This design comes from an exercise in tuning for small area and a short achievable clock period on the open sky130 flow, not from production work. Where RTL was checked, it was by simulation tests only, not by an equivalence proof against the original. Power is estimated from default activity; no workload was simulated.

main:
==> flow/design.v <==
module bist #(
  parameter int size   = 6,
  parameter int length = 8
) (
  input  logic              start,
  input  logic              rst,
  input  logic              clk,
  input  logic              csin,
  input  logic              rwbarin,
  input  logic              opr,
  input  logic [size-1:0]   address,
  input  logic [length-1:0] datain,
  output logic [length-1:0] dataout,
  output logic              fail
);
  logic             NbarT;              
  logic             nrm;                
  logic             nrm_l, nrm_h;       
  logic [9:0]       q;
  logic             cout;
  logic             wt;                 
  logic             endt;               
  logic             kt;                 
  logic [63:0][7:0] ram;                
  logic [7:0]       rd_n;               
  logic [7:0]       rd_t;               
  logic             s63;                
  function automatic logic [7:0] pattern(input logic [2:0] p);
    case (p)
      3'd0: pattern = 8'hAA;
      3'd1: pattern = 8'h55;
      3'd2: pattern = 8'hF0;
      3'd3: pattern = 8'h0F;
      3'd4: pattern = 8'h00;
      3'd5: pattern = 8'hFF;
      3'd6: pattern = 8'h33;
      default: pattern = 8'hCC;
    endcase
  endfunction
  logic [7:0] data_t;
  logic [7:0] d;
  logic       we;
  assign d  = nrm ? datain : data_t;
  assign we = wt | (nrm & csin & ~rwbarin);
  logic       mode_next, cout_next;
  logic [9:0] q_next, q_next1;
  always_comb begin
    if (rst) mode_next = 1'b0;
    else if (!NbarT) mode_next = start;
    else if (cout) mode_next = 1'b0;
    else mode_next = 1'b1;
    q_next    = NbarT ? q + 10'd1 : 10'd0;
    q_next1   = q_next + 10'd1;
    cout_next = NbarT && (q == 10'h3FF);
  end
  logic to_n, to_t;
  assign to_n = rst | endt | (nrm & ~start);
  assign to_t = ~rst & kt;
  logic gn, gt, byn, byt;
  assign gn  = ~we & to_n;
  assign gt  = ~we & to_t;
  assign byn = we & to_n;
  assign byt = we & to_t;
  logic [5:0] an;                       
  for (genvar k = 0; k < 6; k++) begin : g_lit
    inv u_an (.a(address[k]), .y(an[k]));
  end
  logic nrm_l_d, nrm_h_d;
  inv u_nl (.a(mode_next), .y(nrm_l_d));
  inv u_nh (.a(mode_next), .y(nrm_h_d));
  logic [5:0] qn;
  logic [7:0] tlo_n, thi_n;
  for (genvar k = 0; k < 6; k++) begin : g_qlit
    inv u_qn (.a(q[k]), .y(qn[k]));
  end
  for (genvar j = 0; j < 8; j++) begin : g_tdec
    nand4 u_tl (.a(NbarT), .b(j[0] ? q[0] : qn[0]), .c(j[1] ? q[1] : qn[1]),
                .d(j[2] ? q[2] : qn[2]), .y(tlo_n[j]));
    nand4 u_th (.a(NbarT), .b(j[0] ? q[3] : qn[3]), .c(j[1] ? q[4] : qn[4]),
                .d(j[2] ? q[5] : qn[5]), .y(thi_n[j]));
  end
  logic [7:0] mlo_n, mhi_n;             
  for (genvar j = 0; j < 8; j++) begin : g_match
    nand4 u_ml (.a(nrm_l), .b(j[0] ? address[0] : an[0]), .c(j[1] ? address[1] : an[1]),
                .d(j[2] ? address[2] : an[2]), .y(mlo_n[j]));
    nand4 u_mh (.a(nrm_h), .b(j[0] ? address[3] : an[3]), .c(j[1] ? address[4] : an[4]),
                .d(j[2] ? address[5] : an[5]), .y(mhi_n[j]));
  end
  logic [15:0] lo_r, lo_w;              
  logic       gn_n, gt_n, we_n;
  assign gn_n = ~gn;
  assign gt_n = ~gt;
  assign we_n = ~we;
  logic [7:0] hin, hit, hiw;
  for (genvar j = 0; j < 8; j++) begin : g_sel
    nand2 u_r0 (.a(mlo_n[j]), .b(tlo_n[j]), .y(lo_r[j]));
    nand2 u_r1 (.a(mlo_n[j]), .b(tlo_n[j]), .y(lo_r[8+j]));
    nand2 u_w0 (.a(mlo_n[j]), .b(tlo_n[j]), .y(lo_w[j]));
    nand2 u_w1 (.a(mlo_n[j]), .b(tlo_n[j]), .y(lo_w[8+j]));
    aoi21 u_hn (.a(mhi_n[j]), .b(thi_n[j]), .c(gn_n), .y(hin[j]));
    aoi21 u_ht (.a(mhi_n[j]), .b(thi_n[j]), .c(gt_n), .y(hit[j]));
    aoi21 u_hw (.a(mhi_n[j]), .b(thi_n[j]), .c(we_n), .y(hiw[j]));
  end
  logic [63:0] de, den;
  for (genvar w = 0; w < 64; w++) begin : g_de
    nand2 u_den (.a(hiw[w/8]), .b(lo_w[(w/32)*8 + w%8]), .y(den[w]));
    inv   u_de  (.a(den[w]), .y(de[w]));
  end
  logic [63:0][7:0] ram_d;
  for (genvar w = 0; w < 64; w++) begin : g_hold
    for (genvar b = 0; b < 8; b++) begin : g_bit
      hold u_h (.s(de[w]), .sn(den[w]), .d(d[b]), .q(ram[w][b]), .y(ram_d[w][b]));
    end
  end
  always_ff @(posedge clk) ram <= ram_d;
  logic [7:0] grp [0:7];
  for (genvar i = 0; i < 8; i++) begin : g_grp
    for (genvar b = 0; b < 8; b++) begin : g_bit
      ao8 u_ao (.s(lo_r[(i/4)*8 +: 8]),
                .m({ram[8*i+7][b], ram[8*i+6][b], ram[8*i+5][b], ram[8*i+4][b],
                    ram[8*i+3][b], ram[8*i+2][b], ram[8*i+1][b], ram[8*i][b]}),
                .y(grp[i][b]));
    end
  end
  logic [7:0] rn_next, rt_next, bn;
  always_comb begin
    bn = d & {8{byn}};
  end
  for (genvar b = 0; b < 8; b++) begin : g_rd
    ao8b u_n (.s(hin),
              .m({grp[7][b], grp[6][b], grp[5][b], grp[4][b],
                  grp[3][b], grp[2][b], grp[1][b], grp[0][b]}),
              .b(bn[b]), .y(rn_next[b]));
    ao8  u_t (.s(hit),
              .m({grp[7][b], grp[6][b], grp[5][b], grp[4][b],
                  grp[3][b], grp[2][b], grp[1][b], grp[0][b]}),
              .y(rt_next[b]));
  end
  always_ff @(posedge clk) begin
    NbarT <= mode_next;
    nrm   <= ~mode_next;
    q     <= q_next;
    cout  <= cout_next;
    wt    <= mode_next & ~q_next[6];
    endt  <= mode_next & cout_next;
    kt    <= mode_next & ~cout_next & q_next1[6];
    rd_n   <= rn_next;
    rd_t   <= rt_next;
    data_t <= pattern(q_next[9:7]);
    nrm_l  <= nrm_l_d;
    nrm_h  <= nrm_h_d;
    s63    <= byt;
  end
  logic [7:0] on, rd_t_n, w63_n;
  for (genvar b = 0; b < 8; b++) begin : g_out
    inv   u_i (.a(rd_t[b]), .y(rd_t_n[b]));
    nand2 u_w (.a(s63), .b(ram[63][b]), .y(w63_n[b]));
    nand3 u_a (.a(csin), .b(rwbarin), .c(rd_n[b]), .y(on[b]));
    nand3 u_o (.a(on[b]), .b(rd_t_n[b]), .c(w63_n[b]), .y(dataout[b]));
  end
  logic [7:0] test_out;                 
  assign test_out = rd_t | (ram[63] & {8{s63}});
  always_ff @(posedge clk) begin
    if (rst) fail <= 1'b0;
    else if (opr && NbarT && (rwbarin || q[6]) && (test_out != data_t)) fail <= 1'b1;
  end
endmodule
module inv (input logic a, output logic y);
  assign y = ~a;
endmodule
module aoi21 (input logic a, b, c, output logic y);
  assign y = ~((a & b) | c);
endmodule
module ao8 (
  input  logic [7:0] s,
  input  logic [7:0] m,
  output logic       y
);
  assign y = |(s & m);
endmodule
module ao8b (
  input  logic [7:0] s,
  input  logic [7:0] m,
  input  logic       b,
  output logic       y
);
  logic [3:0] x;
  aoi22  u_x0 (.a(s[0]), .b(m[0]), .c(s[1]), .d(m[1]), .y(x[0]));
  aoi22  u_x1 (.a(s[2]), .b(m[2]), .c(s[3]), .d(m[3]), .y(x[1]));
  aoi22  u_x2 (.a(s[4]), .b(m[4]), .c(s[5]), .d(m[5]), .y(x[2]));
  aoi221 u_x3 (.a(s[6]), .b(m[6]), .c(s[7]), .d(m[7]), .e(b), .y(x[3]));
  nand4  u_y  (.a(x[0]), .b(x[1]), .c(x[2]), .d(x[3]), .y(y));
endmodule
module aoi22 (input logic a, b, c, d, output logic y);
  assign y = ~((a & b) | (c & d));
endmodule
module aoi221 (input logic a, b, c, d, e, output logic y);
  assign y = ~((a & b) | (c & d) | e);
endmodule
module nand4 (input logic a, b, c, d, output logic y);
  assign y = ~(a & b & c & d);
endmodule
module and2 (input logic a, b, output logic y);
  assign y = a & b;
endmodule
module nand3 (input logic a, b, c, output logic y);
  assign y = ~(a & b & c);
endmodule
module hold (input logic s, sn, d, q, output logic y);
  assign y = (s & d) | (sn & q);
endmodule
module nand2 (input logic a, b, output logic y);
  assign y = ~(a & b);
endmodule
==> flow/config.mk <==
export PLATFORM = sky130hd
export DESIGN_NAME = bist
export DESIGN_NICKNAME = bist
export VERILOG_FILES = /design/flow/design.v
export SDC_FILE = /design/flow/constraint.sdc
export NUM_CORES = 4
export LEC_CHECK = 0
export CAP_MARGIN = 20
export CORE_MARGIN = 2
export CORE_UTILIZATION = 40
export CTS_CLUSTER_DIAMETER = 80
export CTS_CLUSTER_SIZE = 24
export SETUP_SLACK_MARGIN = 2.2
export SLEW_MARGIN = 20
export SYNTH_HIERARCHICAL = 1
export SYNTH_MINIMUM_KEEP_SIZE = 0
==> flow/constraint.sdc <==
create_clock -name core_clock -period 4.5 [get_ports {clk}]
set_input_delay 0.9000 -clock core_clock [delete_from_list [all_inputs] [get_ports {clk}]]
set_output_delay 0.9000 -clock core_clock [all_outputs]
set_load 0.01 [all_outputs]
standard.sh (not shown) runs the stock make flow with config.mk's settings and CLKGATE_MAP_FILE= SYNTH_SCRIPT=/design/flow/synth_recipe.tcl, a recipe that flattens the netlist after the stock synthesis.
==> flow/flow/run.sh <==
#!/bin/bash
# Layout flow: the standard flow (standard.sh), with two changes after
# the standard synthesis:
#  - the port buffers are plain buffers (buf_4) instead of the delay cells
#    buffer_ports picks by default;
#  - the delay cells are not used by repair, so no path gets a delay cell
#    as a buffer.
# Each step's output goes to a log of its own in this folder (ORFS also
# keeps its per-step logs under orfs/logs).
set -euo pipefail

bash standard.sh synth > synth.log 2>&1

export BUFFER_PORTS_ARGS="-buffer_cell sky130_fd_sc_hd__buf_4"
export DONT_USE_CELLS="sky130_fd_sc_hd__dlygate4sd1_1 sky130_fd_sc_hd__dlygate4sd2_1 sky130_fd_sc_hd__dlygate4sd3_1 sky130_fd_sc_hd__clkdlybuf4s15_1 sky130_fd_sc_hd__clkdlybuf4s15_2 sky130_fd_sc_hd__clkdlybuf4s18_1 sky130_fd_sc_hd__clkdlybuf4s18_2 sky130_fd_sc_hd__clkdlybuf4s25_1 sky130_fd_sc_hd__clkdlybuf4s25_2 sky130_fd_sc_hd__clkdlybuf4s50_1 sky130_fd_sc_hd__clkdlybuf4s50_2 sky130_fd_sc_hd__dlymetal6s2s_1 sky130_fd_sc_hd__dlymetal6s4s_1 sky130_fd_sc_hd__dlymetal6s6s_1"

bash standard.sh floorplan > floorplan.log 2>&1
bash standard.sh place > place.log 2>&1
bash standard.sh cts > cts.log 2>&1
bash standard.sh route > route.log 2>&1
bash standard.sh finish > finish.log 2>&1
diff inputs: main => the feature branch
--- a/flow/design.v
+++ b/flow/design.v
@@ -12,35 +12,35 @@
   input  logic [length-1:0] datain,
   output logic [length-1:0] dataout,
   output logic              fail
 );
   logic             NbarT;              
   logic             nrm;                
-  logic             nrm_l, nrm_h;       
   logic [9:0]       q;
   logic             cout;
+  logic [7:0]       tlo_n, thi_n;       
   logic             wt;                 
   logic             endt;               
   logic             kt;                 
   logic [63:0][7:0] ram;                
   logic [7:0]       rd_n;               
   logic [7:0]       rd_t;               
   logic             s63;                
-  function automatic logic [7:0] pattern(input logic [2:0] p);
-    case (p)
-      3'd0: pattern = 8'hAA;
-      3'd1: pattern = 8'h55;
-      3'd2: pattern = 8'hF0;
-      3'd3: pattern = 8'h0F;
-      3'd4: pattern = 8'h00;
-      3'd5: pattern = 8'hFF;
-      3'd6: pattern = 8'h33;
-      default: pattern = 8'hCC;
+  logic [7:0] data_t;
+  always_comb begin
+    case (q[9:7])
+      3'd0: data_t = 8'hAA;
+      3'd1: data_t = 8'h55;
+      3'd2: data_t = 8'hF0;
+      3'd3: data_t = 8'h0F;
+      3'd4: data_t = 8'h00;
+      3'd5: data_t = 8'hFF;
+      3'd6: data_t = 8'h33;
+      default: data_t = 8'hCC;
     endcase
-  endfunction
-  logic [7:0] data_t;
+  end
   logic [7:0] d;
   logic       we;
   assign d  = nrm ? datain : data_t;
   assign we = wt | (nrm & csin & ~rwbarin);
   logic       mode_next, cout_next;
   logic [9:0] q_next, q_next1;
@@ -62,31 +62,17 @@
   assign byn = we & to_n;
   assign byt = we & to_t;
   logic [5:0] an;                       
   for (genvar k = 0; k < 6; k++) begin : g_lit
     inv u_an (.a(address[k]), .y(an[k]));
   end
-  logic nrm_l_d, nrm_h_d;
-  inv u_nl (.a(mode_next), .y(nrm_l_d));
-  inv u_nh (.a(mode_next), .y(nrm_h_d));
-  logic [5:0] qn;
-  logic [7:0] tlo_n, thi_n;
-  for (genvar k = 0; k < 6; k++) begin : g_qlit
-    inv u_qn (.a(q[k]), .y(qn[k]));
-  end
-  for (genvar j = 0; j < 8; j++) begin : g_tdec
-    nand4 u_tl (.a(NbarT), .b(j[0] ? q[0] : qn[0]), .c(j[1] ? q[1] : qn[1]),
-                .d(j[2] ? q[2] : qn[2]), .y(tlo_n[j]));
-    nand4 u_th (.a(NbarT), .b(j[0] ? q[3] : qn[3]), .c(j[1] ? q[4] : qn[4]),
-                .d(j[2] ? q[5] : qn[5]), .y(thi_n[j]));
-  end
   logic [7:0] mlo_n, mhi_n;             
   for (genvar j = 0; j < 8; j++) begin : g_match
-    nand4 u_ml (.a(nrm_l), .b(j[0] ? address[0] : an[0]), .c(j[1] ? address[1] : an[1]),
+    nand4 u_ml (.a(nrm), .b(j[0] ? address[0] : an[0]), .c(j[1] ? address[1] : an[1]),
                 .d(j[2] ? address[2] : an[2]), .y(mlo_n[j]));
-    nand4 u_mh (.a(nrm_h), .b(j[0] ? address[3] : an[3]), .c(j[1] ? address[4] : an[4]),
+    nand4 u_mh (.a(nrm), .b(j[0] ? address[3] : an[3]), .c(j[1] ? address[4] : an[4]),
                 .d(j[2] ? address[5] : an[5]), .y(mhi_n[j]));
   end
   logic [15:0] lo_r, lo_w;              
   logic       gn_n, gt_n, we_n;
   assign gn_n = ~gn;
   assign gt_n = ~gt;
@@ -100,14 +86,14 @@
     aoi21 u_hn (.a(mhi_n[j]), .b(thi_n[j]), .c(gn_n), .y(hin[j]));
     aoi21 u_ht (.a(mhi_n[j]), .b(thi_n[j]), .c(gt_n), .y(hit[j]));
     aoi21 u_hw (.a(mhi_n[j]), .b(thi_n[j]), .c(we_n), .y(hiw[j]));
   end
   logic [63:0] de, den;
   for (genvar w = 0; w < 64; w++) begin : g_de
+    and2  u_de  (.a(hiw[w/8]), .b(lo_w[(w/32)*8 + w%8]), .y(de[w]));
     nand2 u_den (.a(hiw[w/8]), .b(lo_w[(w/32)*8 + w%8]), .y(den[w]));
-    inv   u_de  (.a(den[w]), .y(de[w]));
   end
   logic [63:0][7:0] ram_d;
   for (genvar w = 0; w < 64; w++) begin : g_hold
     for (genvar b = 0; b < 8; b++) begin : g_bit
       hold u_h (.s(de[w]), .sn(den[w]), .d(d[b]), .q(ram[w][b]), .y(ram_d[w][b]));
     end
@@ -141,17 +127,18 @@
     nrm   <= ~mode_next;
     q     <= q_next;
     cout  <= cout_next;
     wt    <= mode_next & ~q_next[6];
     endt  <= mode_next & cout_next;
     kt    <= mode_next & ~cout_next & q_next1[6];
-    rd_n   <= rn_next;
+    for (int j = 0; j < 8; j++) begin
+      tlo_n[j] <= !(mode_next && (q_next[2:0] == j[2:0]));
+      thi_n[j] <= !(mode_next && (q_next[5:3] == j[2:0]));
+    end
+    rd_n <= rn_next;
     rd_t   <= rt_next;
-    data_t <= pattern(q_next[9:7]);
-    nrm_l  <= nrm_l_d;
-    nrm_h  <= nrm_h_d;
     s63    <= byt;
   end
   logic [7:0] on, rd_t_n, w63_n;
   for (genvar b = 0; b < 8; b++) begin : g_out
     inv   u_i (.a(rd_t[b]), .y(rd_t_n[b]));
     nand2 u_w (.a(s63), .b(ram[63][b]), .y(w63_n[b]));
==> comparison <==
- The feature branch gives more flip-flop and latch count than main did.
- Wire length of the first global-routing pass: the feature branch worse than main
- Comparing the two runs side by side, the feature branch comes out behind main on floorplan die area.
- Against main, post-layout total power in the feature branch rose by a few percent.
- Area share of xor/xnor cells in the synthesized design delta (the feature branch -> main): insignificant
- Status: clock skew parity (main, the feature branch)
- Per the comparison of the feature branch with main, design area went up by 1.6%; sequential power rose about 0.7%.
- For main, the layer carrying the most global-route usage was met2, unlike the feature branch, where it was met1.
For main, only the layout was checked, not whether the RTL still works.

[separate check: timing with driven ports]
No port has a modelled driver above. Below, the same layouts with a new extraction and two added sets of constraints. Step 1 sets driving cells, clkbuf_16 on the clock port and buf_2 on the other inputs (assumed; they add their load-dependent delay and slew). Step 2 moves the port delays by t, midway between the first and last clock arrival at a register: inputs arrive t later, outputs are due t later. That takes back most of the time a late clock gives input paths. a / b / c = no drivers / after step 1 / after step 2; a / b = the first two.
| run | t, ns | setup WS [ns] | worst setup path after step 2 | cell pins on the clock port's net |
|---|---|---|---|---|
| main | 0.654 | 2.202 / 2.164 / 1.669 | input to register | 1 |
| the feature branch | 0.671 | 2.171 / 2.136 / 1.582 | input to register | 1 |
After both steps every run listed still meets setup and hold. The setup slack of the feature branch, which loses most, moves by -0.035 ns with the drivers and by -0.589 ns with both steps.
